Source: an optimization exercise on an open RTL-to-GDS flow (aim: small area). Production flows keep margins and buffers that such runs may drop.
Only simulation tests tie the RTL to the original design; equivalence was not proved.
In every run shown here, the design's own scripts or RTL, not TritonCTS, make the clock network.
The clock port is modelled as an ideal driver, which makes a skipped or thinned clock tree look cheaper than it is; a real chip needs a root buffer or a tree.
No activity file was given, so power comes from the tool's default toggle rates.

--- design.v ---
`timescale 1ns / 1ps
module Game(
  input Clk100M,
  input rst,   
  input btnS,  
  input btnU,  
  input btnD,  
  output wire [7:0] seg,
  output wire [3:0] an
 );
localparam [4:0] C_FF = 5'd0, C_0 = 5'd10, C_L = 5'd11, C_E = 5'd12, C_Y = 5'd13,
                 C_A = 5'd14, C_U = 5'd15, C_H = 5'd19;
reg [1:0] bcnt;    
reg [3:0] dcnt;    
reg [1:0] dg;
reg [5:0] u;
localparam [5:0] U_START = 6'd25, U_END = 6'd36, U_IDLE = 6'd44;
wire uEnd = (u == U_END);
wire [5:0] uNext = {u[4:0], u[5] ^ u[4]} ^ ({6{uEnd}} & 6'd16);   
wire tickBtn  = (bcnt == 2'd0);
wire tickDisp = (dcnt == 4'd0);
wire tick1Hz  = tickDisp & (dg == 2'd2) & uEnd;    
always @(posedge Clk100M) begin
  if (rst) begin
    bcnt <= 2'd3;
    dcnt <= 4'd10;
    dg <= 2'd3;
    u <= U_IDLE;
  end
  else begin
    bcnt <= tickBtn ? 2'd2 : bcnt - 2'd1;
    dcnt <= tickDisp ? 4'd9 : dcnt - 4'd1;
    if (tickDisp) begin
      dg <= dg + 2'd1;
      if (dg == 2'd3) u <= uNext;
    end
  end
end
reg uL, dL, sL;    
reg uR, dR, sR;    
always @(posedge Clk100M) begin
  if (rst) begin
    uL <= 0; dL <= 0; sL <= 0;
    uR <= 0; dR <= 0; sR <= 0;
  end
  else if (tickBtn) begin
    uL <= btnU; dL <= btnD; sL <= btnS;
    uR <= btnU & ~uL; dR <= btnD & ~dL; sR <= btnS & ~sL;
  end
end
wire blipPhase = (bcnt == 2'd1);
wire upB = uR & blipPhase;
wire downB = dR & blipPhase;
wire startB = sR & blipPhase;
reg [12:0] rnd;
reg [10:0] sgc;
reg special;
reg prelimSig, startCountDown, counting, doneCounting, finished, gameSig;
reg [2:0] cdn;    
reg [1:0] lvl;
reg answerSig, startGen, gpRun, gpPF;
reg [5:0] numSpecial;    
reg [3:0] gameTime;
wire genSym = (gameTime != 4'd0) && (gameTime != 4'd15);   
reg [4:0] gs0, gs1, gs2, gs3;
reg apRun, postSig;
reg [2:0] aTime;    
wire apPF = aTime[2] & aTime[1];
reg ppRun, levelComplete;
reg [2:0] pTime;    
wire ppPF = pTime[2] & pTime[1];
reg [7:0] userCount;
reg ucCounting;
reg difference, sCounting;
reg incLevel, lose;
reg victory, newLevel;
reg [1:0] curLevel;
reg pre, game, answer, post;
always @(posedge Clk100M) begin
  if (rst) rnd <= 13'hf;
  else rnd <= {rnd[11:0], rnd[12] ^ rnd[3] ^ rnd[2] ^ rnd[0]};
end
wire [10:0] th = curLevel[1] ? (curLevel[0] ? 11'd499 : 11'd1499) : 11'd1999;
wire genNow = genSym & (sgc >= th);
always @(posedge Clk100M) begin
  special <= genNow & ~gs0[0];
  if (genNow) sgc <= 0;
  else if (~&sgc) sgc <= sgc + 11'd1;
end
wire lose_n = levelComplete ? difference : lose;
wire victory_n = (incLevel && curLevel == 2'd3) ? 1'b1 : victory;
wire pre_n    = prelimSig ? 1'b1 : (gameSig | answerSig | postSig) ? 1'b0 : pre;
wire game_n   = prelimSig ? 1'b0 : gameSig ? 1'b1 : (answerSig | postSig) ? 1'b0 : game;
wire answer_n = (prelimSig | gameSig) ? 1'b0 : answerSig ? 1'b1 : postSig ? 1'b0 : answer;
wire post_n   = (prelimSig | gameSig | answerSig) ? 1'b0 : postSig ? 1'b1 : post;
reg [2:0] cc_n;
reg [1:0] lvl_n;
reg fin_n;
always @* begin
  cc_n = cdn; lvl_n = lvl; fin_n = finished;
  if (tick1Hz) begin
    if (counting && cdn == 3'd7) begin
      lvl_n = curLevel; cc_n = 3'd6;
    end
    else if (counting && cdn != 3'd1) begin
      cc_n = cdn - 3'd1; fin_n = 0;
    end
    else if (counting) begin
      fin_n = 1; cc_n = 3'd7;
    end
    else fin_n = 0;
  end
end
wire aFlag_n = ~((answerSig & ~apRun) | (apPF & apRun));
always @(posedge Clk100M) begin
  if (rst) begin
    prelimSig <= 0; startCountDown <= 0; counting <= 0; doneCounting <= 0;
    finished <= 0; gameSig <= 0; cdn <= 3'd7;
    answerSig <= 0; gpRun <= 0;
    gameTime <= 0;
    apRun <= 0; postSig <= 0; aTime <= 0;
    ppRun <= 0; levelComplete <= 0; pTime <= 0;
    incLevel <= 0; lose <= 0; victory <= 0; newLevel <= 0; curLevel <= 2'd1;
    pre <= 0; game <= 0; answer <= 0; post <= 0;
  end
  else begin
    prelimSig <= startB | newLevel;
    startCountDown <= prelimSig;
    gameSig <= doneCounting;
    if (startCountDown && !counting) counting <= 1;
    else if (finished && counting) begin
      counting <= 0; doneCounting <= 1;
    end
    else doneCounting <= 0;
    cdn <= cc_n; finished <= fin_n;
    if (gameSig) gpRun <= 1;
    if (gpPF && gpRun) begin
      gpRun <= 0; answerSig <= 1;
    end
    else answerSig <= 0;
    if (tick1Hz) begin
      if (gpRun && !gpPF && gameTime < 4'd14) gameTime <= gameTime + 4'd1;
      else if (gpRun && gameTime == 4'd14) gameTime <= 4'd15;
      else if (gpRun && gameTime == 4'd15) gameTime <= 0;
    end
    if (answerSig && !apRun) apRun <= 1;
    else if (apPF && apRun) begin
      apRun <= 0; postSig <= 1;
    end
    else postSig <= 0;
    if (tick1Hz) begin
      if (apRun && aTime < 3'd5) aTime <= aTime + 3'd1;
      else if (apRun && aTime == 3'd5) aTime <= 3'd6;
      else if (apPF) aTime <= 3'd0;
    end
    if (postSig && !ppRun) ppRun <= 1;
    else if (ppPF && ppRun) begin
      ppRun <= 0; levelComplete <= 1;
    end
    else levelComplete <= 0;
    if (tick1Hz) begin
      if (ppRun && pTime < 3'd5) pTime <= pTime + 3'd1;
      else if (ppRun && pTime == 3'd5) pTime <= 3'd6;
      else if (ppPF) pTime <= 3'd0;
    end
    lose <= lose_n;
    incLevel <= levelComplete & ~difference;
    if (incLevel) begin
      if (curLevel == 2'd3) victory <= 1;
      else begin
        curLevel <= curLevel + 2'd1; newLevel <= 1;
      end
    end
    else newLevel <= 0;
    pre <= pre_n; game <= game_n; answer <= answer_n; post <= post_n;
  end
end
always @(posedge Clk100M) begin
  lvl <= lvl_n;
  if (genNow) begin
    gs0[3:1] <= rnd[3:1];
    gs1[3:0] <= gs0[3:0]; gs2[3:0] <= gs1[3:0]; gs3[3:0] <= gs2[3:0];
  end
  if (genNow) begin
    gs0[4] <= 1'b1; gs1[4] <= gs0[4]; gs2[4] <= gs1[4]; gs3[4] <= gs2[4];
  end
  else if (doneCounting) begin
    gs0[4] <= 1'b0; gs1[4] <= 1'b0; gs2[4] <= 1'b0; gs3[4] <= 1'b0;
  end
  if (gameSig) numSpecial <= 0;
  if (special) numSpecial <= numSpecial + 6'd1;
  if (postSig) ;
  else if (startGen) userCount <= 0;
  else if (upB && ucCounting) userCount <= userCount + 8'd1;
  else if (downB && ucCounting) userCount <= userCount - 8'd1;
  if (startGen) difference <= 0;
  if (sCounting) difference <= ({2'b00, numSpecial} != userCount);
end
always @(posedge Clk100M) begin
  if (tick1Hz) gpPF <= gpRun && gameTime == 4'd15 && !(!gpPF && gameTime < 4'd14);
  startGen <= gameSig;
  if (postSig) ucCounting <= 0;
  else if (startGen) ucCounting <= 1;
  if (postSig) sCounting <= 0;
  if (startGen) sCounting <= 1;
end
always @(posedge Clk100M) begin
  if (rst) gs0[0] <= 1'b1;
  else if (genNow) gs0[0] <= rnd[0];
end
wire [7:0] num = answer_n ? userCount : {2'b00, numSpecial};
wire [7:0] q = num / 8'd10;
wire [7:0] r = num % 8'd10;
wire [4:0] tensC = (q[3:0] == 4'd0) ? C_0 : (q[3:0] > 4'd9) ? C_FF : {1'b0, q[3:0]};
wire [4:0] onesC = (r[3:0] == 4'd0) ? C_0 : {1'b0, r[3:0]};
wire [1:0] k = dg + 2'd1;    
wire showNum = (answer_n & aFlag_n) | post_n;
wire idle_n = ~(pre_n | game_n | answer_n | post_n);
reg [4:0] gsSel, numSel, preSel, idleSel, fixSel;
always @* begin
  case (k)
    2'd0: gsSel = gs0;
    2'd1: gsSel = gs1;
    2'd2: gsSel = gs2;
    default: gsSel = gs3;
  endcase
  case (k)
    2'd0: numSel = tensC;
    2'd1: numSel = onesC;
    2'd2: numSel = C_FF;
    default: numSel = answer_n ? C_U : C_A;
  endcase
  preSel = (k == 2'd0) ? ((cdn == 3'd7) ? C_FF : (cdn == 3'd6) ? C_L : {2'b00, cdn}) :
           (k == 2'd1 && cdn == 3'd6) ? {3'b000, lvl} : C_FF;
  idleSel = (k == 2'd0) ? C_H : (k == 2'd1) ? 5'd1 : C_FF;
  if (lose_n)
    case (k)
      2'd0: fixSel = C_L;
      2'd1: fixSel = C_0;
      2'd2: fixSel = 5'd5;
      default: fixSel = C_E;
    endcase
  else
    case (k)
      2'd0: fixSel = C_Y;
      2'd1: fixSel = C_A;
      2'd2: fixSel = C_Y;
      default: fixSel = C_FF;
    endcase
end
wire [4:0] gsCode = {gsSel[4], gsSel[3:0] & {4{gsSel[4]}}};
wire [4:0] nxt = (lose_n | victory_n) ? fixSel :
                 ({5{pre_n}} & preSel) | ({5{game_n}} & gsCode) |
                 ({5{showNum}} & numSel) | ({5{idle_n}} & idleSel);
reg [4:0] pend;    
reg [4:0] code;    
always @(posedge Clk100M) begin
  if (dcnt == 4'd2) pend <= nxt;
end
always @(posedge Clk100M) begin
  if (rst) code <= C_FF;
  else if (tickDisp) code <= pend;
end
localparam [31:0] SEG0 = 32'haaaaa813;
localparam [31:0] SEG1 = 32'h25d51861;
localparam [31:0] SEG2 = 32'hcef41805;
localparam [31:0] SEG3 = 32'h99994093;
localparam [31:0] SEG4 = 32'h7bd622bb;
localparam [31:0] SEG5 = 32'hf4e3000f;
localparam [31:0] SEG6 = 32'hd7278c83;
localparam [31:0] SEG7 = 32'hffffffff;
assign seg = {SEG7[code], SEG6[code], SEG5[code], SEG4[code], SEG3[code], SEG2[code], SEG1[code], SEG0[code]};
assign an = (u == U_IDLE) ? 4'b1111 : ~(4'b1000 >> dg);
endmodule
--- flow/run.sh ---
#!/bin/bash
# Own layout flow: the standard ORFS flow (standard.sh) with two changes.
#  1. Synthesis maps the combinational logic with a stronger ABC area script
#     (flow/abc_area.script, used through ABC_AREA=1), and adders are left to
#     ABC as plain logic instead of being mapped to half/full adder cells
#     first (ADDER_MAP_FILE empty). Everything else in the synthesis,
#     including how registers are mapped and named, is unchanged.
#  2. The clock tree is built by flow/mycts.tcl (run in place of TritonCTS
#     through the PRE_CTS_TCL hook): the clock port drives one root buffer,
#     which drives 16 clock buffers, each at the centre of its own group of
#     flip-flops. Ports are buffered with the smallest buffer.
# Each step's full output goes to a log file of its own in this folder.
set -euo pipefail
W=$PWD
rm -rf "$W/scripts_abc"
cp -r "$FLOW_HOME/scripts" "$W/scripts_abc"
cp "$W/flow/abc_area.script" "$W/scripts_abc/abc_area.script"
SCRIPTS_DIR="$W/scripts_abc" ADDER_MAP_FILE= bash standard.sh synth > synth.log 2>&1
export PRE_CTS_TCL="$W/flow/mycts.tcl"
export MYCTS_GROUPS=16 MYCTS_BUF=sky130_fd_sc_hd__clkbuf_4 MYCTS_ROOT=sky130_fd_sc_hd__clkbuf_8
export BUFFER_PORTS_ARGS="-inputs -outputs -buffer_cell sky130_fd_sc_hd__buf_1"
bash standard.sh > layout.log 2>&1
--- flow/abc_area.script ---
strash
&get -n
&st
&deepsyn -T 30
&put
dch -f
amap
topo
--- flow/mycts.tcl ---
rename clock_tree_synthesis orfs_clock_tree_synthesis
proc mycts_split {items axis} {
  set s [lsort -real -index $axis $items]
  set h [expr {[llength $s] / 2}]
  return [list [lrange $s 0 [expr {$h - 1}]] [lrange $s $h end]]
}
proc clock_tree_synthesis {args} {
  set block [ord::get_db_block]
  set ngroups [expr {[info exists ::env(MYCTS_GROUPS)] ? $::env(MYCTS_GROUPS) : 4}]
  set bufname [expr {[info exists ::env(MYCTS_BUF)] ? $::env(MYCTS_BUF) : "sky130_fd_sc_hd__clkbuf_4"}]
  set master [[ord::get_db] findMaster $bufname]
  set clkport [lindex [get_property [lindex [all_clocks] 0] sources] 0]
  set net [$block findNet [get_full_name $clkport]]
  $net setSigType CLOCK
  set items {}
  foreach it [$net getITerms] {
    set inst [$it getInst]
    set bb [$inst getBBox]
    lappend items [list [expr {([$bb xMin] + [$bb xMax]) / 2}] [expr {([$bb yMin] + [$bb yMax]) / 2}] $it]
  }
  set groups [list $items]
  set axis 0
  while {[llength $groups] < $ngroups} {
    set ng {}
    foreach g $groups { foreach h [mycts_split $g $axis] { lappend ng $h } }
    set groups $ng
    set axis [expr {1 - $axis}]
  }
  # root buffer between the port and the group buffers when there are more than 4
  set rootnet $net
  if {[llength $groups] > 4} {
    set rootbuf [expr {[info exists ::env(MYCTS_ROOT)] ? $::env(MYCTS_ROOT) : "sky130_fd_sc_hd__clkbuf_8"}]
    set rinst [odb::dbInst_create $block [[ord::get_db] findMaster $rootbuf] "clkbuf_root"]
    set rootnet [odb::dbNet_create $block "clknet_root"]
    $rootnet setSigType CLOCK
    [$rinst findITerm A] connect $net
    [$rinst findITerm X] connect $rootnet
    set sx 0; set sy 0
    foreach e $items { set sx [expr {$sx + [lindex $e 0]}]; set sy [expr {$sy + [lindex $e 1]}] }
    $rinst setLocation [expr {$sx / [llength $items]}] [expr {$sy / [llength $items]}]
    $rinst setPlacementStatus PLACED
  }
  set i 0
  foreach g $groups {
    set sx 0; set sy 0
    foreach e $g { set sx [expr {$sx + [lindex $e 0]}]; set sy [expr {$sy + [lindex $e 1]}] }
    set cx [expr {$sx / [llength $g]}]; set cy [expr {$sy / [llength $g]}]
    set inst [odb::dbInst_create $block $master "clkbuf_grp_$i"]
    set n [odb::dbNet_create $block "clknet_grp_$i"]
    $n setSigType CLOCK
    foreach e $g {
      set it [lindex $e 2]
      $it disconnect
      $it connect $n
    }
    [$inst findITerm A] connect $rootnet
    [$inst findITerm X] connect $n
    $inst setLocation $cx $cy
    $inst setPlacementStatus PLACED
    incr i
  }
  puts "mycts: $i clock buffers ($bufname) for [llength $items] sinks"
  set_propagated_clock [all_clocks]
}
--- standard.sh ---
#!/bin/bash
# synth_recipe.tcl (not shown) runs the flow's synth.tcl, then flattens the netlist and writes it again
# the make line also repeats each setting of config.mk as NAME=value (left out here)
make -C /OpenROAD-flow-scripts/flow DESIGN_CONFIG=/design/flow/config.mk WORK_HOME=/design/flow/orfs CLKGATE_MAP_FILE= SYNTH_SCRIPT=/design/flow/synth_recipe.tcl "${@:-finish}"
--- config.mk ---
export PLATFORM = sky130hd
export DESIGN_NAME = Game
export DESIGN_NICKNAME = Game
export VERILOG_FILES = /design/flow/design.v
export SDC_FILE = /design/flow/constraint.sdc
export NUM_CORES = 4
export LEC_CHECK = 0
export ABC_AREA = 1
export CAP_MARGIN = 20
export CORE_MARGIN = 2
export CORE_UTILIZATION = 70
export SLEW_MARGIN = 20
--- constraint.sdc ---
create_clock -name core_clock -period 10.0 [get_ports {Clk100M}]
set_input_delay 2.0000 -clock core_clock [delete_from_list [all_inputs] [get_ports {Clk100M}]]
set_output_delay 2.0000 -clock core_clock [all_outputs]
set_load 0.01 [all_outputs]
==> run summary, run 1 <==
status complete, no violations; chip height 93.6 um; number of flops mapped to enable cells by yosys 41; I/O pins 17; Final min period 4.44 ns; Internal Dissipation 0.000701 W; largest family of logic cells by synthesized area simple AND/OR/NAND/NOR gates; largest net degree at the start of global routing 41; FFs w/ async S/R, synth 0%; Lkg Pwr 2.07 nW; crit path max fanout 5; cell count of the worst hold path 0; ant diodes 0; Worst EP required 8.00 ns; adder and majority cell fraction of the synthesized area 0%; crit share post-route 44.4%; total global-route track usage 27.0%; Net Sw Power 0.000243 W; hold_buf cts 0; worst slew margin relative to its limit 53.1%; drt first pass iters 5; reg2reg setup slack 5.74 ns; CP Class reg2out; cell row count 32; Cells after Synth 659; synth warn 1; synthesized area 0.00562 mm2; Syn Nets 664; DRC 0; share of cells above drive strength 1 3.03%; DRT antenna net count 0; unrepaired setup endpoints after global routing no; global-route wire length before repair 19,600 um; WL/cell 14.7 um; fin cells 795; # setup viols final 0; Synth Area in Simple Gates 21.9%; setup_tns 0 ns; maximum capacitance violations 0; setup repair bufs after CTS 0; Final WS setup 5.56 ns; Cells after DPL 778; CTS resizes 0; initial antenna violation count 0; # fillers 555; pwr dens 158 mW/mm2; Die X 93.6 um; top_reg_cell synth dfxtp_1; Vias per Instance 6.00; Seq. cell area 0.00303 mm2; Worst-path clk slew 0.09 ns; number of global-route vias before repair 4,489; Synth area leaders dfxtp_1, edfxtp_1, nor2_1; clock power share 25.2%; Yosys top cell by area dfxtp_1; Hold Startpoint gameSig; crit start category flip-flop; pre-CTS WS 5.81 ns; Hold Path End startGen; routability cong. 0.875; Core Area 0.00777 mm2; via count 4,770; mux cell area share after synthesis 0%; worst-margin pin slew 0.699 ns; Starting Density 72.3%; WHS 0.400 ns; VDD IR max 0.138 mV; Synth Area in XOR/XNOR 0%; Port Buffers 15; worst-skew pair later-pin latency 0.43 ns; hpwl dp 8390 um; final wirelength 11,700 um; sw frac 25.7%; share of the synthesized area in the top cell type 32.1%; Worst setup EP type output port; Logic pwr share 11.2%; reg2reg start postSig; post-synthesis register bit count 131; Final #Nets 700; path type of the worst min-delay path reg2reg; sequential cell fraction of total power 63.6%; post-synthesis sequential area ratio 54.0%; worst reg-to-reg path cell count 22; GRT overflow 0; Mean Syn Cell Area 8.53 um2; area of the multi-input gates 0.00228 mm2; Max Fclk 225 MHz; Hold Violations, Final 0; Compound-Gate Fraction of Synth Area 18.5%; Iter 0 DRT Violations 274; post-synth cell types 38; P&R area growth vs syn 6.03%; worst r2r dst pend[2]; fin. max-slew vios 0; CP arrival 2.44 ns; worst-case clock skew 0.0202 ns; die area 0.00876 mm2
## power by group through the flow
stage                     logic (W)  clock network [W]  registers [W]
after detailed placement   0.000105                  0       0.000612
after global routing       0.000121           0.000261       0.000604
after global placement    0.0000996                  0       0.000610
after CTS                  0.000106           0.000242       0.000600
final                      0.000106           0.000238       0.000601
after floorplan           0.0000830                  0       0.000606
## critical path, cell delays in order, from the launching register on
cell and delay, ns:
dfxtp_1 0.42, clkinv_1 0.18, nor2_1 0.28, clkinv_1 0.15, nand2_1 0.11, o21ai_0 0.12
nor2b_1 0.19, nor2_1 0.15, a21oi_1 0.10, a31oi_1 0.15, buf_1 0.17
## sequential cells by signal, summed over array words and instances (netlist names), 2 cells and up
name	count
aTime	3
bcnt	2
cdn	3
code	5
curLevel	2
dcnt	4
dg	2
gameTime	4
gs0	5
gs1	5
gs2	5
gs3	5
lvl	2
numSpecial	6
pTime	3
pend	5
rnd	13
sgc	11
u	6
userCount	8
## logic make-up (layout without fill, tap and decap cells)
kind of cell | after synthesis | in the layout
and+or+nand+nor | 284 | 284
AOI/OAI and AO/OA | 160 | 160
DFF | 131 | 131
buffers and inverters | 83 | 117
other | 1 | 1
## worst max path at each step
stage / startpoint / endpoint / slack [ns] / depth (start not counted)
final: code[3] / seg[2] / 5.56 / 10
after global routing: postSig / pend[2] / 5.22 / 22
after floorplan: sgc[0] / gs1[4] / 5.25 / 10
after CTS: code[3] / seg[2] / 5.61 / 10
after detailed placement: rst / u[5] / 5.81 / 8
after global placement: rst / u[2] / 5.93 / 8
## routing by layer
| layer | part of all wire, % | track usage, % | vias to the layer above |
|---|---|---|---|
| met2 | 49 | 48.3 | 165 |
| li1 | - | - | 2403 |
| met4 | 2.6 | 7.13 | 0 |
| met5 | 0 | 0 | - |
| met1 | 44 | 35.3 | 2166 |
| met3 | 4.9 | 2.42 | 36 |
## stage by stage
step | instance area, um2 | utilization (%) | power (W)
6_report | 5960 | 76.7 | 0.000944
5_1_grt | 5960 | 76.7 | 0.000986
4_1_cts | 5960 | 76.7 | 0.000947
3_5_place_dp | 5820 | 75.0 | 0.000717
3_3_place_gp | 5820 | 75.0 | 0.000710
2_1_floorplan | 5620 | - | 0.000689
## cell usage after synthesis, types with 2 or more instances
library cell and n:
a21oi_1 30, o2111ai_1 2, a311oi_1 4, a32oi_1 3, nand4_1 4, nor2b_1 15
o21a_1 7, o22ai_1 18, nor3_1 25, nand3_1 13, a211oi_1 13, a221oi_1 6
o22a_1 4, and3_1 7, o221a_1 2, nand2_1 58, a31oi_1 13, clkinv_1 82
a2111oi_0 2, o21ai_0 40, edfxtp_1 41, nor2_1 142, or3_1 6, dfxtp_1 90
a22oi_1 7, and2_0 3, nor4_1 6, or2_0 5, a222oi_1 2
## cells in the final DEF, fill, tap and decap left out, types with 7 or more instances in the layout
cell      instances
a22oi_1           7
a31oi_1          13
dfxtp_1          90
a21oi_1          30
o22ai_1          18
nor2b_1          15
nand2_1          58
buf_1            15
o21a_1            7
clkbuf_4         16
nor3_1           25
a211oi_1         13
and3_1            7
nand3_1          13
o21ai_0          40
clkinv_1         82
edfxtp_1         41
nor2_1          142
## area by class of cell
class / count / area share, %
sequential: 131 / 50.9
multi-input combinational: 445 / 38.2
inverter: 82 / 5.17
buffer: 17 / 2.25
tap: 102 / 2.14
timing repair buffer: 18 / 1.32
==> run 2: changes to the inputs <==
--- a/design.v
+++ b/design.v
@@ -10,4 +10,4 @@
  );
-localparam [4:0] C_FF = 5'd0, C_0 = 5'd10, C_L = 5'd11, C_E = 5'd12, C_Y = 5'd13,
-                 C_A = 5'd14, C_U = 5'd15, C_H = 5'd19;
+localparam [4:0] C_FF = 5'd0, C_0 = 5'd10, C_A = 5'd11, C_Y = 5'd12, C_E = 5'd13,
+                 C_L = 5'd14, C_U = 5'd15, C_H = 5'd19;
 reg [1:0] bcnt;    
@@ -193,4 +193,3 @@
   else if (startGen) userCount <= 0;
-  else if (upB && ucCounting) userCount <= userCount + 8'd1;
-  else if (downB && ucCounting) userCount <= userCount - 8'd1;
+  else if ((upB | downB) && ucCounting) userCount <= userCount + {{7{~upB}}, 1'b1};   
   if (startGen) difference <= 0;
@@ -263,9 +262,9 @@
 end
-localparam [31:0] SEG0 = 32'haaaaa813;
-localparam [31:0] SEG1 = 32'h25d51861;
-localparam [31:0] SEG2 = 32'hcef41805;
-localparam [31:0] SEG3 = 32'h99994093;
-localparam [31:0] SEG4 = 32'h7bd622bb;
+localparam [31:0] SEG0 = 32'haaaad013;
+localparam [31:0] SEG1 = 32'h25d56061;
+localparam [31:0] SEG2 = 32'hcef46005;
+localparam [31:0] SEG3 = 32'h99990893;
+localparam [31:0] SEG4 = 32'h7bd612bb;
 localparam [31:0] SEG5 = 32'hf4e3000f;
-localparam [31:0] SEG6 = 32'hd7278c83;
+localparam [31:0] SEG6 = 32'hd727c483;
 localparam [31:0] SEG7 = 32'hffffffff;
==> run summary, run 2 <==
largest family of logic cells by synthesized area compound AO/OA/AOI/OAI gates; Worst setup EP type flip-flop; largest net degree at the start of global routing 42 (+2.4%); via count 4,795 (+0.52%); ant diodes 0 (unchanged); Final #Nets 687 (-1.9%); Synth Area in XOR/XNOR 0% (unchanged); status complete, no violations; CP Depth 19 (+9); max FFs per register 13 (unchanged); crit-path max cell delay 0.67 ns (+0.25 ns); Lkg Pwr 2.02 nW (-2.4%); Syn Nets 650 (-2.1%); cell count of the worst hold path 0 (unchanged); Starting Density 72.7% (+0.37 points); Die X 93.8 um (+0.25%); mux cell area share after synthesis 0% (unchanged); Worst-path clk slew 0.09 ns (about the same); CP Class reg2reg; fin. max-slew vios 0 (unchanged); unrepaired setup endpoints after global routing no; Cells after DPL 765 (-1.7%); synth warn 1 (unchanged); worst reg-to-reg path cell count 19 (-14%); share of the synthesized area in the top cell type 31.9% (-0.16 points); most frequent cell after synthesis nor2_1; chip height 93.8 um (+0.25%); worst-margin pin slew 0.926 ns (+0.228 ns); drt first pass iters 5 (unchanged); total global-route track usage 27.0% (+0.048 points); hold_buf cts 0 (unchanged); Core Area 0.00777 mm2 (unchanged); Placed Area 0.00586 mm2 (+0.62%); share of cells above drive strength 1 3.24% (+0.20 points); pwr dens 150 mW/mm2 (-5.0%); Top Family by Delay on Critical Path compound AO/OA/AOI/OAI gates; Vias per Instance 6.13 (+2.2%); Final min period 5.10 ns (+0.657 ns); number of global-route vias before repair 4,523 (+0.76%); Max Fclk 196 MHz (-13%); worst path cell trace clkinv_1 > a21oi_1 > nor3_1 > clkinv_1 > o32ai_1 > nand2_1 > o22ai_1 > o21ai_0 > o21ai_0 > clkinv_1 > nor2_1 > nor3_1 > a21oi_1 > nand2_1 > o21a_1 > nor4_1 > o21a_1 > nor4_1 > o21ai_0; Regs by FF count rnd x13, sgc x11, userCount x8; post-synth cell types 47 (+24%); maximum capacitance violations 0 (unchanged); DRT antenna net count 0 (unchanged); final core occ 77.2% (+0.47 points); fin cells 782 (-1.6%); fin area 0.00599 mm2 (+0.61%); Hold Violations, Final 0 (unchanged); adder and majority cell fraction of the synthesized area 0% (unchanged); Port Buffers 15 (unchanged); routability cong. 0.919 (+4.9%); top_reg_cell synth dfxtp_1; number of flops mapped to enable cells by yosys 41 (unchanged); global-route wire length before repair 19,800 um (+1.3%); Mean Syn Cell Area 8.76 um2 (+2.7%); Cells after Synth 645 (-2.1%); synthesized area 0.00565 mm2 (+0.51%); initial antenna violation count 0 (unchanged); setup repair bufs after CTS 0 (unchanged); die area 0.00880 mm2 (+0.49%); Commonest cells post-synth nor2_1, clkinv_1, dfxtp_1; cell row count 32 (unchanged); GRT overflow 0 (unchanged); CP Buf/Inv Count 3 (unchanged); P&R area growth vs syn 6.14% (about the same); I/O pins 17 (unchanged); worst-case clock skew 0.0209 ns (+0.000653 ns); setup_tns 0 ns (unchanged); CTS resizes 0 (unchanged); FFs w/ async S/R, synth 0% (unchanged); commonest non-fill, non-tap cell in the layout nor2_1; Worst EP required 10.25 ns (+2.25 ns); Yosys top cell by area dfxtp_1; pre-CTS WS 5.15 ns (-0.655 ns); final wirelength 11,700 um (+0.40%); crit start category flip-flop; crit path max fanout 8 (+3); Final WS setup 4.90 ns (-0.657 ns); WL/cell 15.0 um (+2.1%); post-synthesis register bit count 131 (unchanged); DRC 0 (unchanged); largest reg by FF count rnd; crit share post-route 51.0% (+6.6 points); Synth Area in Simple Gates 19.5% (-2.4 points); Compound-Gate Fraction of Synth Area 20.5% (+2.0 points); Crit-path slowest cell nor3_1; path type of the worst min-delay path reg2reg; VDD IR max 0.155 mV (+12%); commonest cells after routing, fill and taps aside nor2_1, clkinv_1, dfxtp_1, edfxtp_1, o21ai_0; worst-skew pair later-pin latency 0.41 ns (-0.02 ns); worst slew margin relative to its limit 37.4% (-16 points); Iter 0 DRT Violations 320 (+17%); # setup viols final 0 (unchanged); Synth area leaders dfxtp_1, edfxtp_1, nor2_1; hpwl dp 8620 um (+2.7%); CP arrival 5.35 ns (+2.91 ns); post-synthesis sequential area ratio 53.7% (-0.28 points)
-- run 2: cell count changes in the layout (fill, tap and decap cells not counted), moves of 3 or more --
cell      change
nor3_1        +8
a211oi_1      +4
o22a_1        -3
a32o_1        +7
clkinv_1     +10
a21boi_0      +3
a31oi_1       +3
nand2_1      -21
nor2_1       -19
a21oi_1       -5
a22oi_1       -3
-- run 2: kinds of logic after synthesis --
logic type	Yosys count
other cells	1
compound gates	172
simple gates	248
flops	131
buf+inv	93
-- run 2: final timing paths --
path,start,slack [ns],to
worst max register to register,postSig,4.90,pend[0]
worst min register to register,gameSig,0.40,startGen
worst max-delay path,postSig,4.90,pend[0]
worst min-delay path,gameSig,0.40,startGen
-- run 2: worst register-to-register path: cells and delay by family, from the launching register on --
| kind | cells | cell delay (ns) |
|---|---|---|
| buffers and inverters | 3 | 0.76 |
| AOI/OAI and AO/OA | 9 | 2.17 |
| DFF | 1 | 0.36 |
| and+or+nand+nor | 7 | 1.66 |
-- run 2: metal layers --
metal	share of wire (%)	wire, um	global-route usage [%]
met1	44	5210	36.0
met5	0	0	0
met2	49	5750	48.5
met3	5.2	605	2.41
met4	1.4	165	5.19
-- run 2: cell type report --
cell class | count | area [um2]
buffer | 17 | 134
tap | 102 | 128
fill | 546 | 1770
multi-input combinational | 421 | 2270
timing repair buffer | 19 | 86.3
inverter | 92 | 345
sequential | 131 | 3030
-- run 2: report_power, final --
| part | switching, W | total [W] | internal [W] |
|---|---|---|---|
| logic | 0.0000443 | 0.0000749 | 0.0000306 |
| clock network | 0.000153 | 0.000236 | 0.0000833 |
| registers | 0.0000222 | 0.000591 | 0.000569 |
| total | 0.000219 | 0.000902 | 0.000683 |
-- run 2: through the flow --
| stage | power, W | hold WS (ns) |
|---|---|---|
| after global routing | 0.000943 | 0.402 |
| final | 0.000902 | 0.397 |
| after global placement | 0.000671 | 0.372 |
| after detailed placement | 0.000676 | 0.382 |
| after CTS | 0.000905 | 0.394 |
| after floorplan | 0.000655 | 0.368 |
==> run 3: changes to the inputs <==
--- a/design.v
+++ b/design.v
@@ -193,3 +193,4 @@
   else if (startGen) userCount <= 0;
-  else if ((upB | downB) && ucCounting) userCount <= userCount + {{7{~upB}}, 1'b1};   
+  else if (upB && ucCounting) userCount <= userCount + 8'd1;
+  else if (downB && ucCounting) userCount <= userCount - 8'd1;
   if (startGen) difference <= 0;
==> flow/abc_area.script (replaced) <==
strash
&get -n
&st
&deepsyn -T 30 -S 1
&put
dch -f
amap
topo
==> run summary, run 3 <==
status complete, no violations; Starting Density 72.0% (-0.74 points); Worst-path clk slew 0.10 ns (about the same); # fillers 544 (-0.37%); FFs w/ async S/R, synth 0% (unchanged); unrepaired setup endpoints after global routing no; setup repair bufs after CTS 0 (unchanged); Final #Nets 678 (-1.3%); worst-margin pin slew 0.927 ns (+0.000724 ns); Lkg Pwr 2.02 nW (about the same); number of global-route vias before repair 4,295 (-5.0%); path type of the worst min-delay path reg2reg; Synth area leaders dfxtp_1, edfxtp_1, nor2_1; DRT antenna net count 0 (unchanged); Hold Violations, Final 0 (unchanged); Worst EP required 10.16 ns (-0.09 ns); most frequent cell after synthesis nor2_1; Max Fclk 178 MHz (-9.4%); Regs by FF count rnd x13, sgc x11, userCount x8; VDD IR max 0.130 mV (-16%); DRC 0 (unchanged); maximum capacitance violations 0 (unchanged); Final WS setup 4.37 ns (-0.531 ns); fin. max-slew vios 0 (unchanged); chip height 93.1 um (-0.74%); synth warn 1 (unchanged); post-synthesis sequential area ratio 54.5% (+0.83 points); Iter 0 DRT Violations 298 (-6.9%); max FFs per register 13 (unchanged); initial antenna violation count 0 (unchanged); commonest cells after routing, fill and taps aside nor2_1, dfxtp_1, clkinv_1, nand2_1, o21ai_0; share of cells above drive strength 1 3.28% (+0.043 points); total global-route track usage 26.0% (-0.98 points); I/O pins 17 (unchanged); Port Buffers 15 (unchanged); largest net degree at the start of global routing 40 (-4.8%); drt first pass iters 5 (unchanged); cell row count 32 (unchanged); Core Area 0.00773 mm2 (-0.52%); CTS resizes 0 (unchanged); crit share post-route 56.3% (+5.3 points); met2 usage 44.1% (-4.4 points); GRT overflow 0 (unchanged); CP arrival 5.79 ns (+0.44 ns); Final min period 5.63 ns (+0.531 ns); pre-CTS WS 4.57 ns (-0.586 ns); largest reg by FF count rnd; synthesized area 0.00556 mm2 (-1.5%); crit start category flip-flop; CP Class reg2reg; routability cong. 0.979 (+6.6%); pwr dens 158 mW/mm2 (+5.2%); WHS 0.408 ns (+0.0107 ns); Cells after DPL 756 (-1.2%); commonest non-fill, non-tap cell in the layout nor2_1; grt met3 use 2.82% (+0.41 points); die area 0.00867 mm2 (-1.5%); worst-case clock skew 0.0221 ns (+0.00123 ns); global-route wire length before repair 19,000 um (-4.4%); Most Used Layer, Global Route met2; ant diodes 0 (unchanged); Yosys top cell by area dfxtp_1; Commonest cells post-synth nor2_1, dfxtp_1, clkinv_1; Worst setup EP type flip-flop; # setup viols final 0 (unchanged); hpwl dp 8140 um (-5.6%); via count 4,688 (-2.2%); Die X 93.1 um (-0.74%); share of the synthesized area in the top cell type 32.4% (+0.50 points); P&R area growth vs syn 6.19% (about the same); final wirelength 11,200 um (-4.1%); worst-skew pair later-pin latency 0.42 ns (about the same); hold_buf cts 0 (unchanged); post-synth cell types 42 (-11%); setup_tns 0 ns (unchanged); Vias per Instance 6.06 (-1.1%); Seq. cell area 0.00303 mm2 (unchanged); Cells after Synth 637 (-1.2%); WL/cell 14.6 um (-3.0%); Syn Nets 642 (-1.2%); Mean Syn Cell Area 8.73 um2 (-0.29%); top_reg_cell synth dfxtp_1; post-synthesis register bit count 131 (unchanged); GR Util met1 36.1% (+0.11 points); crit path max fanout 10 (+2); number of flops mapped to enable cells by yosys 41 (unchanged); area of the multi-input gates 0.00221 mm2 (-2.4%); worst slew margin relative to its limit 37.7% (+0.28 points); fin cells 773 (-1.2%)
run 3: critical path: stages, from the launching register on:
cell	delay (ns)
dfxtp_1	0.39
clkinv_1	0.10
a21oi_1	0.06
nor3_1	0.71
o21ai_0	0.32
o21ai_0	0.55
nor2_1	0.10
a21oi_1	0.31
o21ai_0	0.18
o31a_1	0.15
o22ai_1	0.35
a22oi_1	0.12
o21ai_0	0.32
clkinv_1	0.16
o22ai_1	0.29
or2_0	0.19
o211ai_1	0.12
o21a_1	0.17
a21oi_1	0.20
a31oi_1	0.13
a21oi_1	0.14
nor2_1	0.07
nor4_1	0.19
nor3_1	0.07
run 3: kinds of logic after synthesis:
| kind of cell | count (synthesis) | synth area share (%) |
|---|---|---|
| flip-flops | 131 | 54.5 |
| buffers and inverters | 86 | 5.87 |
| AND/OR/NAND/NOR | 244 | 19.3 |
| AO/OA/AOI/OAI | 175 | 20.2 |
| other | 1 | 0.0674 |
run 3: worst paths after layout:
| kind | from | end | slack [ns] | cells after the start |
|---|---|---|---|---|
| hold / removal | gameSig | startGen | 0.41 | 0 |
| hold reg to reg | gameSig | startGen | 0.41 | 0 |
| setup reg to reg | postSig | pend[1] | 4.37 | 23 |
| setup / recovery | postSig | pend[1] | 4.37 | 23 |
run 3: power breakdown:
part	total, W	internal, W	switching [W]
Sequential	0.000595	0.000576	0.0000191
Clock	0.000238	0.0000832	0.000155
Combinational	0.000102	0.0000391	0.0000628
run 3: area by class of cell:
class	instances	share of cell area [%]
multi-input cells	420	37.5
plain buffers	17	2.27
flip-flops and latches	131	51.4
well taps	102	2.16
inverters	85	5.40
repair buffers	18	1.33
run 3: metrics by stage:
stage	utilization (%)	power [W]	cell area, um2
2_1_floorplan	-	0.000683	5560
3_3_place_gp	74.6	0.000702	5770
3_5_place_dp	74.6	0.000708	5770
4_1_cts	76.4	0.000940	5900
5_1_grt	76.4	0.000980	5910
6_report	76.4	0.000935	5910
run 3: routing by layer:
metal  share of wire [%]  up-vias  routed length (um)
met5                   0        -                   0
met4                 2.0        0                 224
met3                 6.4       30                 719
met2                  46      182                5220
met1                  45     2130                5090
li1                    -     2346                   -
==> run 4: changes to the inputs <==
--- a/design.v
+++ b/design.v
@@ -191,3 +191,3 @@
   if (special) numSpecial <= numSpecial + 6'd1;
-  if (postSig) ;
+  if (postSig) ;    
   else if (startGen) userCount <= 0;
==> run summary, run 4 <==
worst-margin pin slew 0.927 ns (unchanged); hpwl dp 8140 um (unchanged); Regs by FF count rnd x13, sgc x11, userCount x8; clock power share 25.4% (about the same); Lkg Pwr 2.02 nW (unchanged); most frequent cell after synthesis nor2_1; Net Sw Power 0.000237 W (unchanged); FFs w/ async S/R, synth 0% (unchanged); synthesized area 0.00556 mm2 (unchanged); Cells after Synth 637 (unchanged); Syn Nets 642 (unchanged); # setup viols final 0 (unchanged); CTS resizes 0 (unchanged); commonest cells after routing, fill and taps aside nor2_1, dfxtp_1, clkinv_1, nand2_1, o21ai_0; sw frac 25.3% (unchanged); post-synthesis register bit count 131 (unchanged); maximum capacitance violations 0 (unchanged); Starting Density 72.0% (unchanged); Yosys top cell by area dfxtp_1; Worst-path clk slew 0.10 ns (about the same); setup repair bufs after CTS 0 (unchanged); commonest non-fill, non-tap cell in the layout nor2_1; number of global-route vias before repair 4,295 (unchanged); worst-skew pair later-pin latency 0.42 ns (about the same); Worst setup EP type flip-flop; DRC 0 (unchanged); crit share post-route 56.3% (unchanged); Logic pwr share 10.9% (about the same); final wirelength 11,200 um (unchanged); status complete, no violations; drt first pass iters 5 (unchanged); GRT overflow 0 (unchanged); synth warn 1 (unchanged); Synth area leaders dfxtp_1, edfxtp_1, nor2_1; crit path max fanout 10 (unchanged); share of cells above drive strength 1 3.28% (unchanged); Die X 93.1 um (unchanged); Port Buffers 15 (unchanged); post-synth cell types 42 (unchanged); reg2reg setup slack 4.37 ns (about the same); WL/cell 14.6 um (unchanged); Seq. cell area 0.00303 mm2 (unchanged); CP arrival 5.79 ns (about the same); worst-case clock skew 0.0221 ns (unchanged); routability cong. 0.979 (unchanged); share of the synthesized area in the top cell type 32.4% (unchanged); total global-route track usage 26.0% (unchanged); sequential cell fraction of total power 63.7% (about the same); cell row count 32 (unchanged); initial antenna violation count 0 (unchanged); largest reg by FF count rnd; unrepaired setup endpoints after global routing no; ant diodes 0 (unchanged); largest net degree at the start of global routing 40 (unchanged); Mean Syn Cell Area 8.73 um2 (unchanged); P&R area growth vs syn 6.19% (unchanged); Iter 0 DRT Violations 298 (unchanged); worst slew margin relative to its limit 37.7% (unchanged); Final min period 5.63 ns (unchanged); Internal Dissipation 0.000699 W (unchanged); Worst EP required 10.16 ns (about the same); post-synthesis sequential area ratio 54.5% (unchanged); # fillers 544 (unchanged); Max Fclk 178 MHz (unchanged); fin cells 773 (unchanged); path type of the worst min-delay path reg2reg; top_reg_cell synth dfxtp_1; Core Area 0.00773 mm2 (unchanged); CP Class reg2reg; I/O pins 17 (unchanged); die area 0.00867 mm2 (unchanged); Hold Violations, Final 0 (unchanged); Commonest cells post-synth nor2_1, dfxtp_1, clkinv_1; max FFs per register 13 (unchanged); area of the multi-input gates 0.00221 mm2 (unchanged); final core occ 76.4% (unchanged); global-route wire length before repair 19,000 um (unchanged); crit start category flip-flop; number of flops mapped to enable cells by yosys 41 (unchanged); DRT antenna net count 0 (unchanged); chip height 93.1 um (unchanged); hold_buf cts 0 (unchanged); fin. max-slew vios 0 (unchanged); Cells after DPL 756 (unchanged); via count 4,688 (unchanged); Final #Nets 678 (unchanged); setup_tns 0 ns (unchanged); VDD IR max 0.130 mV (unchanged); pwr dens 158 mW/mm2 (unchanged); Vias per Instance 6.06 (unchanged)
run 4: cell counts after synthesis:
No cell type changed its count.
run 4: area by class of cell:
type,count,area share (%)
inverter,85,5.40
sequential,131,51.4
timing repair buffer,18,1.33
buffer,17,2.27
tap,102,2.16
multi-input combinational,420,37.5
run 4: critical path: stages (launching register included):
cell and delay, ns:
dfxtp_1 0.39, clkinv_1 0.10, a21oi_1 0.06, nor3_1 0.71
o21ai_0 0.32, o21ai_0 0.55, nor2_1 0.10, a21oi_1 0.31
o21ai_0 0.18, o31a_1 0.15, o22ai_1 0.35, a22oi_1 0.12
o21ai_0 0.32, clkinv_1 0.16, o22ai_1 0.29, or2_0 0.19
o211ai_1 0.12, o21a_1 0.17, a21oi_1 0.20, a31oi_1 0.13
a21oi_1 0.14, nor2_1 0.07, nor4_1 0.19, nor3_1 0.07
run 4: final timing paths:
check	startpoint	endpoint	cells after the start
max	postSig	pend[1]	23
max reg2reg	postSig	pend[1]	23
min reg2reg	gameSig	startGen	0
min	gameSig	startGen	0
run 4: per-layer routing:
metal / vias to the layer above / wire length (um) / global-route usage [%] / share of wire (%)
met4: 0 / 224 / 6.74 / 2.0
met5: - / 0 / 0 / 0
met3: 30 / 719 / 2.82 / 6.4
met2: 182 / 5220 / 44.1 / 46
li1: 2346 / - / - / -
met1: 2130 / 5090 / 36.1 / 45
run 4: kinds of logic after synthesis:
logic type | after synthesis | share of synthesized area [%]
AO/OA/AOI/OAI | 175 | 20.2
flip-flops | 131 | 54.5
buffers and inverters | 86 | 5.87
other | 1 | 0.0674
AND/OR/NAND/NOR | 244 | 19.3
run 4: power by group through the flow:
stage / clock network, W / logic, W / registers [W]
after global routing: 0.000263 / 0.000119 / 0.000598
after floorplan: 0 / 0.0000798 / 0.000603
after detailed placement: 0 / 0.000101 / 0.000607
final: 0.000238 / 0.000102 / 0.000595
after global placement: 0 / 0.0000966 / 0.000605
after CTS: 0.000243 / 0.000102 / 0.000595
run 4: stage by stage:
step | hold WS (ns) | setup WS [ns] | total power, W | cell area [um2]
4_1_cts | 0.400 | 4.53 | 0.000940 | 5900
2_1_floorplan | 0.368 | 2.77 | 0.000683 | 5560
3_3_place_gp | 0.372 | 5.09 | 0.000702 | 5770
5_1_grt | 0.403 | 3.74 | 0.000980 | 5910
3_5_place_dp | 0.382 | 4.57 | 0.000708 | 5770
6_report | 0.408 | 4.37 | 0.000935 | 5910
==> run 5: changes to the inputs <==
--- a/design.v
+++ b/design.v
@@ -191,3 +191,3 @@
   if (special) numSpecial <= numSpecial + 6'd1;
-  if (postSig) ;    
+  if (postSig) ;
   else if (startGen) userCount <= 0;
--- a/flow/run.sh
+++ b/flow/run.sh
@@ -9,3 +9,3 @@
 #     through the PRE_CTS_TCL hook): the clock port drives one root buffer,
-#     which drives 16 clock buffers, each at the centre of its own group of
+#     which drives 12 clock buffers, each at the centre of its own group of
 #     flip-flops. Ports are buffered with the smallest buffer.
@@ -19,3 +19,3 @@
 export PRE_CTS_TCL="$W/flow/mycts.tcl"
-export MYCTS_GROUPS=16 MYCTS_BUF=sky130_fd_sc_hd__clkbuf_4 MYCTS_ROOT=sky130_fd_sc_hd__clkbuf_8
+export MYCTS_GROUPS=12 MYCTS_BUF=sky130_fd_sc_hd__clkbuf_4 MYCTS_ROOT=sky130_fd_sc_hd__clkbuf_8
 export BUFFER_PORTS_ARGS="-inputs -outputs -buffer_cell sky130_fd_sc_hd__buf_1"
--- a/flow/mycts.tcl
+++ b/flow/mycts.tcl
@@ -5,2 +5,13 @@
   return [list [lrange $s 0 [expr {$h - 1}]] [lrange $s $h end]]
+}
+# split items into n groups of near equal size by recursive median cuts,
+# alternating between x and y
+proc mycts_groups {items n axis} {
+  if {$n <= 1} { return [list $items] }
+  set n1 [expr {$n / 2}]
+  set s [lsort -real -index $axis $items]
+  set cut [expr {([llength $s] * $n1) / $n}]
+  set a [lrange $s 0 [expr {$cut - 1}]]
+  set b [lrange $s $cut end]
+  return [concat [mycts_groups $a $n1 [expr {1 - $axis}]] [mycts_groups $b [expr {$n - $n1}] [expr {1 - $axis}]]]
 }
@@ -20,10 +31,3 @@
   }
-  set groups [list $items]
-  set axis 0
-  while {[llength $groups] < $ngroups} {
-    set ng {}
-    foreach g $groups { foreach h [mycts_split $g $axis] { lappend ng $h } }
-    set groups $ng
-    set axis [expr {1 - $axis}]
-  }
+  set groups [mycts_groups $items $ngroups 0]
   # root buffer between the port and the group buffers when there are more than 4
--- a/config.mk
+++ b/config.mk
@@ -10,3 +10,3 @@
 export CORE_MARGIN = 2
-export CORE_UTILIZATION = 70
+export CORE_UTILIZATION = 85
 export SLEW_MARGIN = 20
==> run summary, run 5 <==
status complete, no violations; path type of the worst min-delay path reg2reg; Final min period 5.89 ns (+0.267 ns); # setup viols final 0 (unchanged); pwr dens 159 mW/mm2 (+0.26%); GRT overflow 0 (unchanged); Final #Nets 675 (-0.44%); CTS resizes 0 (unchanged); Worst EP required 10.17 ns (about the same); cell row count 29 (-9.4%); initial antenna violation count 0 (unchanged); crit share post-route 58.9% (+2.7 points); post-synth cell types 42 (unchanged); # fillers 260 (-52%); Regs by FF count rnd x13, sgc x11, userCount x8; Synth area leaders dfxtp_1, edfxtp_1, nor2_1; crit-path max cell delay 0.86 ns (+0.15 ns); drt first pass iters 6 (+1); post-synthesis sequential area ratio 54.5% (unchanged); CP Class reg2reg; maximum capacitance violations 0 (unchanged); synth warn 1 (unchanged); FFs w/ async S/R, synth 0% (unchanged); Max Fclk 170 MHz (-4.5%); Commonest cells post-synth nor2_1, dfxtp_1, clkinv_1; Lkg Pwr 2.01 nW (-0.65%); largest net degree at the start of global routing 40 (unchanged); WHS 0.397 ns (-0.0104 ns); Worst setup EP type flip-flop; Cells after Synth 637 (unchanged); number of global-route vias before repair 4,792 (+12%); Crit-path slowest cell nor3_1; Starting Density 87.6% (+16 points); largest reg by FF count rnd; fin. max-slew vios 0 (unchanged); Syn Nets 642 (unchanged); Worst-path clk slew 0.11 ns (about the same); worst-skew pair later-pin latency 0.42 ns (about the same); max FFs per register 13 (unchanged); crit path max fanout 10 (unchanged); worst path cell trace clkinv_1 > a21oi_1 > nor3_1 > o21ai_0 > o21ai_0 > nor2_1 > a21oi_1 > o21ai_0 > o31a_1 > o22ai_1 > a22oi_1 > o21ai_0 > clkinv_1 > o22ai_1 > or2_0 > o211ai_1 > o21a_1 > a21oi_1 > a31oi_1 > a21oi_1 > nor2_1 > nor4_1 > nor3_1; WL/cell 18.2 um (+25%); ant diodes 0 (unchanged); synthesized area 0.00556 mm2 (unchanged); routability cong. 0.927 (-5.3%); setup repair bufs after CTS 0 (unchanged); WL met1 5060 um (-0.59%); DRC 0 (unchanged); final wirelength 13,600 um (+21%); DRT antenna net count 0 (unchanged); P&R area growth vs syn 5.13%; Port Buffers 15 (unchanged); hold_buf cts 0 (unchanged); total global-route track usage 38.1% (+12 points); Mean Syn Cell Area 8.73 um2 (unchanged); setup_tns 0 ns (unchanged); reg2reg setup slack 4.11 ns (-0.27 ns); commonest non-fill, non-tap cell in the layout nor2_1; top routing layer used met4; worst-case clock skew 0.0251 ns (+0.00296 ns); met2 routed WL 6690 um (+28%); top_reg_cell synth dfxtp_1; commonest cells after routing, fill and taps aside nor2_1, dfxtp_1, clkinv_1, nand2_1, o21ai_0; Iter 0 DRT Violations 720 (+140%); share of cells above drive strength 1 2.69% (-0.58 points); post-synthesis register bit count 131 (unchanged); Hold Violations, Final 0 (unchanged); number of flops mapped to enable cells by yosys 41 (unchanged); Vias per Instance 6.83 (+13%); die area 0.00721 mm2 (-17%); Top Family by Delay on Critical Path compound AO/OA/AOI/OAI gates; hpwl dp 9620 um (+18%); crit start category flip-flop; chip height 84.9 um (-8.9%); via count 5,092 (+8.6%); Die X 84.9 um (-8.9%); worst-margin pin slew 1.12 ns (+0.192 ns); most frequent cell after synthesis nor2_1; area of the multi-input gates 0.00221 mm2 (-0.23%); VDD IR max 0.187 mV (+44%); I/O pins 17 (unchanged); CP Buf/Inv Count 2 (unchanged); CP arrival 6.07 ns (+0.28 ns); Yosys top cell by area dfxtp_1; Seq. cell area 0.00303 mm2 (unchanged); share of the synthesized area in the top cell type 32.4% (unchanged); Core Area 0.00635 mm2 (-18%); unrepaired setup endpoints after global routing no; global-route wire length before repair 22,500 um (+19%); Routed met3 length 1150 um (+60%); worst slew margin relative to its limit 24.8% (-13 points)
## run 5: where the power goes
group | switching [W] | total, W | internal [W]
Sequential | 0.0000216 | 0.000598 | 0.000577
Clock | 0.000153 | 0.000218 | 0.0000653
Combinational | 0.0000727 | 0.000112 | 0.0000391
Total | 0.000247 | 0.000928 | 0.000681
## run 5: cell families (layout without fill, tap and decap cells)
group                  Yosys count  count (layout)  synth area share, %
AO/OA/AOI/OAI                  175             175                 20.2
AND/OR/NAND/NOR                244             244                 19.3
other                            1               1               0.0674
buffers and inverters           86             117                 5.87
flip-flops                     131             131                 54.5
## run 5: per-layer routing
metal  vias to the layer above  global-route usage (%)
li1                       2333                       -
met4                         0                    16.2
met5                         -                       0
met3                        97                    4.38
met2                       339                    66.8
met1                      2323                    48.2
## run 5: through the flow
stage	std cells	cell area, um2	worst slack [ns]	utilization, %	total power [W]
3_3_place_gp	732	5740	5.12	90.4	0.000701
6_report	745	5850	4.11	92.1	0.000928
5_1_grt	745	5850	3.58	92.1	0.000958
4_1_cts	745	5850	4.42	92.1	0.000922
2_1_floorplan	637	5560	2.77	-	0.000683
3_5_place_dp	732	5740	4.47	90.4	0.000714
## run 5: final cells by class
class,count,area share (%)
inverters,85,5.46
well taps,77,1.65
multi-input cells,420,37.8
flip-flops and latches,131,51.9
plain buffers,13,1.78
repair buffers,19,1.48
## run 5: final timing paths
path            from  endpoint  depth (start not counted)
max          postSig   pend[1]                         23
min          gameSig  startGen                          0
min reg2reg  gameSig  startGen                          0
max reg2reg  postSig   pend[1]                         23
## run 5: worst register-to-register path: cells and delay by family, from the launching register on
family | cells | cell delay (ns)
compound gates | 15 | 3.48
simple gates | 6 | 1.53
flops | 1 | 0.41
buf+inv | 2 | 0.26

## re-timing with driven ports
The results above use ideal ports. As a check the final layouts listed here were re-extracted and re-timed, cells and wires unchanged. Step 1 (the two cells are an assumption about what drives the block):
set clk [get_ports {Clk100M}]
set_driving_cell -lib_cell sky130_fd_sc_hd__clkbuf_16 $clk
set_driving_cell -lib_cell sky130_fd_sc_hd__buf_2 [delete_from_list [all_inputs] $clk]
Step 2 adds t to the input delays and takes it off the output delays; t is the mean of the earliest and latest rising clock arrival at the registers after step 1. Input paths then give back, and output paths get back, about the clock's delay inside the block. Three values: no drivers, after step 1, after step 2; two values: the first two.
run	t (ns)	setup WS [ns]	hold slack, ns	worst data-port slew with drivers (ns)	cell pins on the clock port's net
run 1	0.450	5.562 / 5.529 / 5.738	0.400 / 0.400 / 0.400	0.03	1
run 2	0.433	4.905 / 4.905 / 4.905	0.397 / 0.397 / 0.397	0.03	1
run 3	0.443	4.373 / 4.373 / 4.373	0.408 / 0.408 / 0.408	0.04	1
run 4	0.443	4.373 / 4.373 / 4.373	0.408 / 0.408 / 0.408	0.04	1
run 5	0.440	4.106 / 4.106 / 4.106	0.397 / 0.397 / 0.397	0.04	1
After both steps every run listed still meets setup and hold.
